What follows belongs to an exercise in optimizing a design on an open flow for small area and a short achievable clock period; a production flow would make more cautious choices.
Function was checked by simulation only, so behaviour that the tests miss may differ from the original.
No driver is modelled on the clock port, so clock power and skew are understated where the tree is cut down; a real chip needs a root buffer or a tree.

==> build 5: inputs <==
Design sort_top, start of the top module:
module sort_top (
  input             clk,
  input      [31:0] a, b, c, d, e, f,
  output reg [31:0] m, n, o, p, q, r
);
export LEC_CHECK = 0
export CAP_MARGIN = 20
export CORE_MARGIN = 2
export CORE_UTILIZATION = 40
export SLEW_MARGIN = 20
export SYNTH_HIERARCHICAL = 1
export SYNTH_MINIMUM_KEEP_SIZE = 0
export BUFFER_PORTS_ARGS = -buffer_cell sky130_fd_sc_hd__buf_1
export PRE_GLOBAL_PLACE_TCL = /design/flow/flow/size_fanout.tcl
export PRE_DETAIL_PLACE_TCL = /design/flow/flow/place_io_flops.tcl
export POST_DETAIL_PLACE_TCL = /design/flow/flow/place_io_release.tcl
export PRE_CTS_TCL = /design/flow/flow/cts_hook.tcl
create_clock -name core_clock -period 44.0 [get_ports {clk}]
standard.sh (not shown) runs the stock make flow with config.mk's settings and CLKGATE_MAP_FILE= SYNTH_SCRIPT=/design/flow/synth_recipe.tcl, a recipe that flattens the netlist after the stock synthesis.
==> flow/flow/run.sh <==
#!/bin/bash
# Layout flow: the standard flow (standard.sh) with these changes:
#  - the port buffers are the smallest buffer, buf_1;
#  - before global placement, the inverters that drive the mux selects
#    (fanout 32) are set to inv_2 (flow/size_fanout.tcl, ORFS's
#    PRE_GLOBAL_PLACE hook), so placement's slew repair need not buffer them;
#  - before detailed placement, each output port's buffer is put on free
#    sites next to its port and its flip-flop right behind it
#    (flow/place_io_flops.tcl, PRE_DETAIL_PLACE hook), held there while
#    detailed placement legalizes the rest, then released
#    (flow/place_io_release.tcl, POST_DETAIL_PLACE hook);
#  - the clock tree is a two-level buffer tree built by flow/cts_hook.tcl
#    (PRE_CTS hook) instead of TritonCTS.
# ORFS writes each tool's log under orfs/logs/; make's output goes to standard.log.
set -e
HERE=$(pwd)
cat >> config.mk <<EOC
export BUFFER_PORTS_ARGS = -buffer_cell sky130_fd_sc_hd__buf_1
export PRE_GLOBAL_PLACE_TCL = $HERE/flow/size_fanout.tcl
export PRE_DETAIL_PLACE_TCL = $HERE/flow/place_io_flops.tcl
export POST_DETAIL_PLACE_TCL = $HERE/flow/place_io_release.tcl
export PRE_CTS_TCL = $HERE/flow/cts_hook.tcl
EOC
bash standard.sh > standard.log 2>&1
==> flow/flow/cts_hook.tcl <==
# PRE_CTS hook: build a two-level clock tree by hand (clock_tree.tcl) and
# skip TritonCTS. The clock port drives 4 root clkbuf_16, each driving a
# group of leaf buffers; each leaf drives a balanced cluster of flip-flops.
# Every flip-flop's clock goes through exactly two buffers. The first tree
# shape whose worst clock slew (estimated from placement) is at most 0.115 ns
# is kept.
source [file join [file dirname [info script]] clock_tree.tcl]
ct_build_best {
  {28 4 sky130_fd_sc_hd__clkbuf_16 sky130_fd_sc_hd__clkbuf_8}
  {30 4 sky130_fd_sc_hd__clkbuf_16 sky130_fd_sc_hd__clkbuf_8}
  {26 4 sky130_fd_sc_hd__clkbuf_16 sky130_fd_sc_hd__clkbuf_8}
  {20 4 sky130_fd_sc_hd__clkbuf_16 sky130_fd_sc_hd__clkbuf_16}
  {22 4 sky130_fd_sc_hd__clkbuf_16 sky130_fd_sc_hd__clkbuf_16}
  {24 4 sky130_fd_sc_hd__clkbuf_16 sky130_fd_sc_hd__clkbuf_16}
} 0.115
set_propagated_clock [all_clocks]
proc clock_tree_synthesis {args} {
  puts "clock_tree_synthesis skipped: the clock tree was built by cts_hook.tcl"
}
==> flow/flow/place_io_flops.tcl <==
# PRE_DETAIL_PLACE hook: put each output port's buffer in the core row next
# to its port, on free sites as close to the port as possible, and the
# flip-flop that drives it just inside of it, so that the flip-flop-to-port
# path is short. Both are held (FIRM) while detailed placement
# legalizes everything else around them; place_io_release.tcl
# (POST_DETAIL_PLACE) makes them ordinary placed cells again.
proc io_rows {block} {
  set rows {}
  foreach row [$block getRows] {
    set o [$row getOrigin]
    lappend rows [list [lindex $o 1] [lindex $o 0] [$row getSiteCount] [$row getOrient] [[$row getSite] getWidth]]
  }
  return [lsort -integer -index 0 $rows]
}

# Put inst on the free sites nearest to (px, py), mark them used and hold
# the cell there (FIRM). Returns {x y row} or "" when nothing is free nearby.
proc io_slot {occvar rows rowh sitew x0 nsites nrows inst px py} {
  upvar $occvar occ
  set ws [expr {([[$inst getMaster] getWidth] + $sitew - 1) / $sitew}]
  set ps [expr {($px - $x0) / $sitew - $ws / 2}]
  set pr [expr {($py - [lindex $rows 0 0]) / $rowh}]
  set ps [expr {min(max($ps, 0), $nsites - $ws)}]
  set pr [expr {min(max($pr, 0), $nrows - 1)}]
  set best ""; set bd 1e18
  for {set dr -8} {$dr <= 8} {incr dr} {
    set r [expr {$pr + $dr}]
    if {$r < 0 || $r >= $nrows} { continue }
    for {set ds -60} {$ds <= 60} {incr ds} {
      set s [expr {$ps + $ds}]
      if {$s < 0 || $s + $ws > $nsites} { continue }
      set free 1
      for {set k 0} {$k < $ws} {incr k} { if {[info exists occ($r,[expr {$s + $k}])]} { set free 0; break } }
      if {!$free} { continue }
      set cx [expr {$x0 + $s * $sitew + $ws * $sitew / 2}]
      set cy [expr {[lindex $rows $r 0] + $rowh / 2}]
      set d [expr {abs($cx - $px) + abs($cy - $py)}]
      if {$d < $bd} { set bd $d; set best [list $r $s] }
    }
  }
  if {$best == ""} { return "" }
  lassign $best r s
  for {set k 0} {$k < $ws} {incr k} { set occ($r,[expr {$s + $k}]) 1 }
  set x [expr {$x0 + $s * $sitew}]
  set y [lindex $rows $r 0]
  $inst setOrient [lindex $rows $r 3]
  $inst setLocation $x $y
  $inst setPlacementStatus FIRM
  return [list $x $y $r]
}

proc io_flops_place {} {
  set block [ord::get_db_block]
  set rows [io_rows $block]
  set nrows [llength $rows]
  set rowh [expr {[lindex $rows 1 0] - [lindex $rows 0 0]}]
  set sitew [lindex $rows 0 4]
  set x0 [lindex $rows 0 1]
  set nsites [lindex $rows 0 2]
  # occupied sites per row, from the fixed cells (tap cells)
  array set occ {}
  foreach inst [$block getInsts] {
    if {[$inst getPlacementStatus] ne "FIRM" && [$inst getPlacementStatus] ne "LOCKED" && ![$inst isFixed]} { continue }
    set bb [$inst getBBox]
    set r [expr {([$bb yMin] - [lindex $rows 0 0]) / $rowh}]
    for {set s [expr {([$bb xMin] - $x0) / $sitew}]} {$s < ([$bb xMax] - $x0 + $sitew - 1) / $sitew} {incr s} {
      set occ($r,$s) 1
    }
  }
  set n 0
  foreach bterm [$block getBTerms] {
    if {[$bterm getIoType] != "OUTPUT"} { continue }
    set net [$bterm getNet]
    set buf ""
    foreach it [$net getITerms] { if {[$it isOutputSignal]} { set buf [$it getInst] } }
    if {$buf == ""} { continue }
    set ff ""
    foreach it [$buf getITerms] {
      if {[$it isInputSignal]} {
        foreach it2 [[$it getNet] getITerms] { if {[$it2 isOutputSignal]} { set ff [$it2 getInst] } }
      }
    }
    if {$ff == "" || ![[$ff getMaster] isSequential]} { continue }
    set bb [$bterm getBBox]
    set px [expr {([$bb xMin] + [$bb xMax]) / 2}]
    set py [expr {([$bb yMin] + [$bb yMax]) / 2}]
    set slot [io_slot occ $rows $rowh $sitew $x0 $nsites $nrows $buf $px $py]
    if {$slot == ""} { continue }
    lassign $slot bx by r
    # the flip-flop goes one row (or one buffer width) further in from the
    # edge the port is on
    set xmax [expr {$x0 + $nsites * $sitew}]
    set ymax [expr {[lindex $rows end 0] + $rowh}]
    set dl [expr {$px - $x0}]; set dr2 [expr {$xmax - $px}]
    set db [expr {$py - [lindex $rows 0 0]}]; set dt [expr {$ymax - $py}]
    set m [expr {min($dl, $dr2, $db, $dt)}]
    set bw [[$buf getMaster] getWidth]
    set fw [[$ff getMaster] getWidth]
    if {$m == $db} {
      set tx [expr {$bx + $bw / 2}]; set ty [expr {$by + $rowh + $rowh / 2}]
    } elseif {$m == $dt} {
      set tx [expr {$bx + $bw / 2}]; set ty [expr {$by - $rowh / 2}]
    } elseif {$m == $dl} {
      set tx [expr {$bx + $bw + $fw / 2}]; set ty [expr {$by + $rowh / 2}]
    } else {
      set tx [expr {$bx - $fw / 2}]; set ty [expr {$by + $rowh / 2}]
    }
    io_slot occ $rows $rowh $sitew $x0 $nsites $nrows $ff $tx $ty
    incr n
  }
  puts "io_flops_place: placed $n output buffers at their ports and their flip-flops beside them"
}
io_flops_place
==> flow/flow/place_io_release.tcl <==
# POST_DETAIL_PLACE hook: the output buffers held by place_io_flops.tcl
# become ordinary placed cells again.
set n 0
foreach inst [[ord::get_db_block] getInsts] {
  if {[$inst getPlacementStatus] eq "FIRM"} { $inst setPlacementStatus PLACED; incr n }
}
puts "io_flops_release: $n cells back to PLACED"
Other scripts of this flow, unchanged in this note and not shown: flow/flow/clock_tree.tcl, flow/flow/size_fanout.tcl
==> build 34: changes against build 5 <==
==> flow/flow/run.sh (replaced) <==
#!/bin/bash
# Layout flow: the standard flow (standard.sh) with these changes:
#  - the port buffers are the smallest buffer, buf_1;
#  - before global placement, the inverters that drive the mux selects
#    (fanout 32) are set to inv_2 (flow/size_fanout.tcl, ORFS's
#    PRE_GLOBAL_PLACE hook), so placement's slew repair need not buffer them;
#  - before detailed placement, each output flip-flop and its port buffer are
#    moved next to their port (flow/place_io_flops.tcl, PRE_DETAIL_PLACE
#    hook); detailed placement then legalizes them;
#  - the clock tree is a two-level buffer tree built by flow/cts_hook.tcl
#    (PRE_CTS hook) instead of TritonCTS.
# ORFS writes each tool's log under orfs/logs/; make's output goes to standard.log.
set -e
HERE=$(pwd)
cat >> config.mk <<EOC
export BUFFER_PORTS_ARGS = -buffer_cell sky130_fd_sc_hd__buf_1
export PRE_GLOBAL_PLACE_TCL = $HERE/flow/size_fanout.tcl
export PRE_DETAIL_PLACE_TCL = $HERE/flow/place_io_flops.tcl
export PRE_CTS_TCL = $HERE/flow/cts_hook.tcl
EOC
bash standard.sh > standard.log 2>&1
--- a/flow/flow/cts_hook.tcl
+++ b/flow/flow/cts_hook.tcl
@@ -2,7 +2,7 @@
 # skip TritonCTS. The clock port drives 4 root clkbuf_16, each driving a
 # group of leaf buffers; each leaf drives a balanced cluster of flip-flops.
 # Every flip-flop's clock goes through exactly two buffers. The first tree
-# shape whose worst clock slew (estimated from placement) is at most 0.115 ns
+# shape whose worst clock slew (estimated from placement) is at most 0.1 ns
 # is kept.
 source [file join [file dirname [info script]] clock_tree.tcl]
 ct_build_best {
@@ -12,7 +12,7 @@
   {20 4 sky130_fd_sc_hd__clkbuf_16 sky130_fd_sc_hd__clkbuf_16}
   {22 4 sky130_fd_sc_hd__clkbuf_16 sky130_fd_sc_hd__clkbuf_16}
   {24 4 sky130_fd_sc_hd__clkbuf_16 sky130_fd_sc_hd__clkbuf_16}
-} 0.115
+} 0.1
 set_propagated_clock [all_clocks]
 proc clock_tree_synthesis {args} {
   puts "clock_tree_synthesis skipped: the clock tree was built by cts_hook.tcl"
==> flow/flow/place_io_flops.tcl (replaced) <==
# Put each output port's buffer at the port, just inside the core, and the
# flip-flop that drives it right next to the buffer, so that the path from
# the flip-flop to the port is short. Detailed placement then legalizes.
proc io_flops_place {} {
  set block [ord::get_db_block]
  set core [$block getCoreArea]
  set cx0 [$core xMin]; set cy0 [$core yMin]; set cx1 [$core xMax]; set cy1 [$core yMax]
  set n 0
  foreach bterm [$block getBTerms] {
    if {[$bterm getIoType] != "OUTPUT"} { continue }
    set net [$bterm getNet]
    set buf ""
    foreach it [$net getITerms] { if {[$it isOutputSignal]} { set buf [$it getInst] } }
    if {$buf == ""} { continue }
    set ff ""
    foreach it [$buf getITerms] {
      if {[$it isInputSignal]} {
        foreach it2 [[$it getNet] getITerms] { if {[$it2 isOutputSignal]} { set ff [$it2 getInst] } }
      }
    }
    if {$ff == "" || ![[$ff getMaster] isSequential]} { continue }
    set bb [$bterm getBBox]
    set px [expr {([$bb xMin] + [$bb xMax]) / 2}]
    set py [expr {([$bb yMin] + [$bb yMax]) / 2}]
    set bw [[$buf getMaster] getWidth]
    set fw [[$ff getMaster] getWidth]
    # clamp the port into the core; step inwards from the edge it sits on
    set x [expr {min(max($px, $cx0), $cx1 - $bw - $fw)}]
    set y [expr {min(max($py, $cy0), $cy1 - 2720)}]
    if {$px <= $cx0} {
      $buf setLocation $cx0 $y; $ff setLocation [expr {$cx0 + $bw}] $y
    } elseif {$px >= $cx1} {
      $buf setLocation [expr {$cx1 - $bw}] $y; $ff setLocation [expr {$cx1 - $bw - $fw}] $y
    } elseif {$py <= $cy0} {
      $buf setLocation $x $cy0; $ff setLocation [expr {$x + $bw}] $cy0
    } else {
      $buf setLocation $x [expr {$cy1 - 2720}]; $ff setLocation [expr {$x + $bw}] [expr {$cy1 - 2720}]
    }
    incr n
  }
  puts "io_flops_place: moved $n output flip-flops and buffers"
}
io_flops_place
--- a/flow/config.mk
+++ b/flow/config.mk
@@ -14,5 +14,4 @@
 export BUFFER_PORTS_ARGS = -buffer_cell sky130_fd_sc_hd__buf_1
 export PRE_GLOBAL_PLACE_TCL = /design/flow/flow/size_fanout.tcl
 export PRE_DETAIL_PLACE_TCL = /design/flow/flow/place_io_flops.tcl
-export POST_DETAIL_PLACE_TCL = /design/flow/flow/place_io_release.tcl
 export PRE_CTS_TCL = /design/flow/flow/cts_hook.tcl
removed: flow/flow/place_io_release.tcl
==> out/results.ini <==
[status]
outcome=timing/DRC/antenna clean

[critical_path]
reg2reg_setup_slack_ps=34930
r2r-end=n[6]$_DFF_P_

[final_layout]
final_area_sq_um=22260
drive_gt1_share_pct=2.300
nets=3219
multi_input_area_share_pct=49.60

[place]
hpwl_um=55250

[detailed_routing]
dr.pass1.iters=22

[global_route]
met1_usage_pct=45.06

-- figures above: build 5

==> out/results.ini <==
[final_layout]
multi_input_area_share_pct=49.15
final_area_sq_um=22460
nets=3215
layout_common_cells=nand2_1 (642), o21ai_1 (435), nor2_1 (435)
drive_gt1_share_pct=2.170

[critical_path]
r2r-end=r[19]$_DFF_P_
reg2reg_setup_slack_ps=34910

[sta]
setup_ws_ps=34350

[detailed_routing]
dr.pass1.iters=17

[global_route]
met1_usage_pct=44.67
first_global_vias=21010

[status]
outcome=timing/DRC/antenna clean

-- figures above: build 34

No run of this note takes its clock network from TritonCTS; it comes from the design's own scripts or RTL.

==> port drivers added, routing unchanged <==
No port has a modelled driver above. Below, the same layouts with a new extraction and two added sets of constraints.
Step 1: set_driving_cell puts a clkbuf_16 on clk and a buf_2 on each other input, an assumption about the parent block.
Step 2, shift: input delay + t, output delay - t, t = (earliest + latest rising clock arrival at the registers) / 2. This alone moves slack from input paths to output paths.
Three values: ideal ports, drivers, drivers and shift; two values: the first two.
| run | t (ns) | setup WS [ns] | clock arrival spread, ns |
|---|---|---|---|
| build 5 | 0.473 | 34.350 / 34.201 / 34.674 | 0.072 / 0.071 |
| build 34 | 0.490 | 34.345 / 34.192 / 34.682 | 0.055 / 0.055 |
After both steps setup and hold are still met in every run listed.
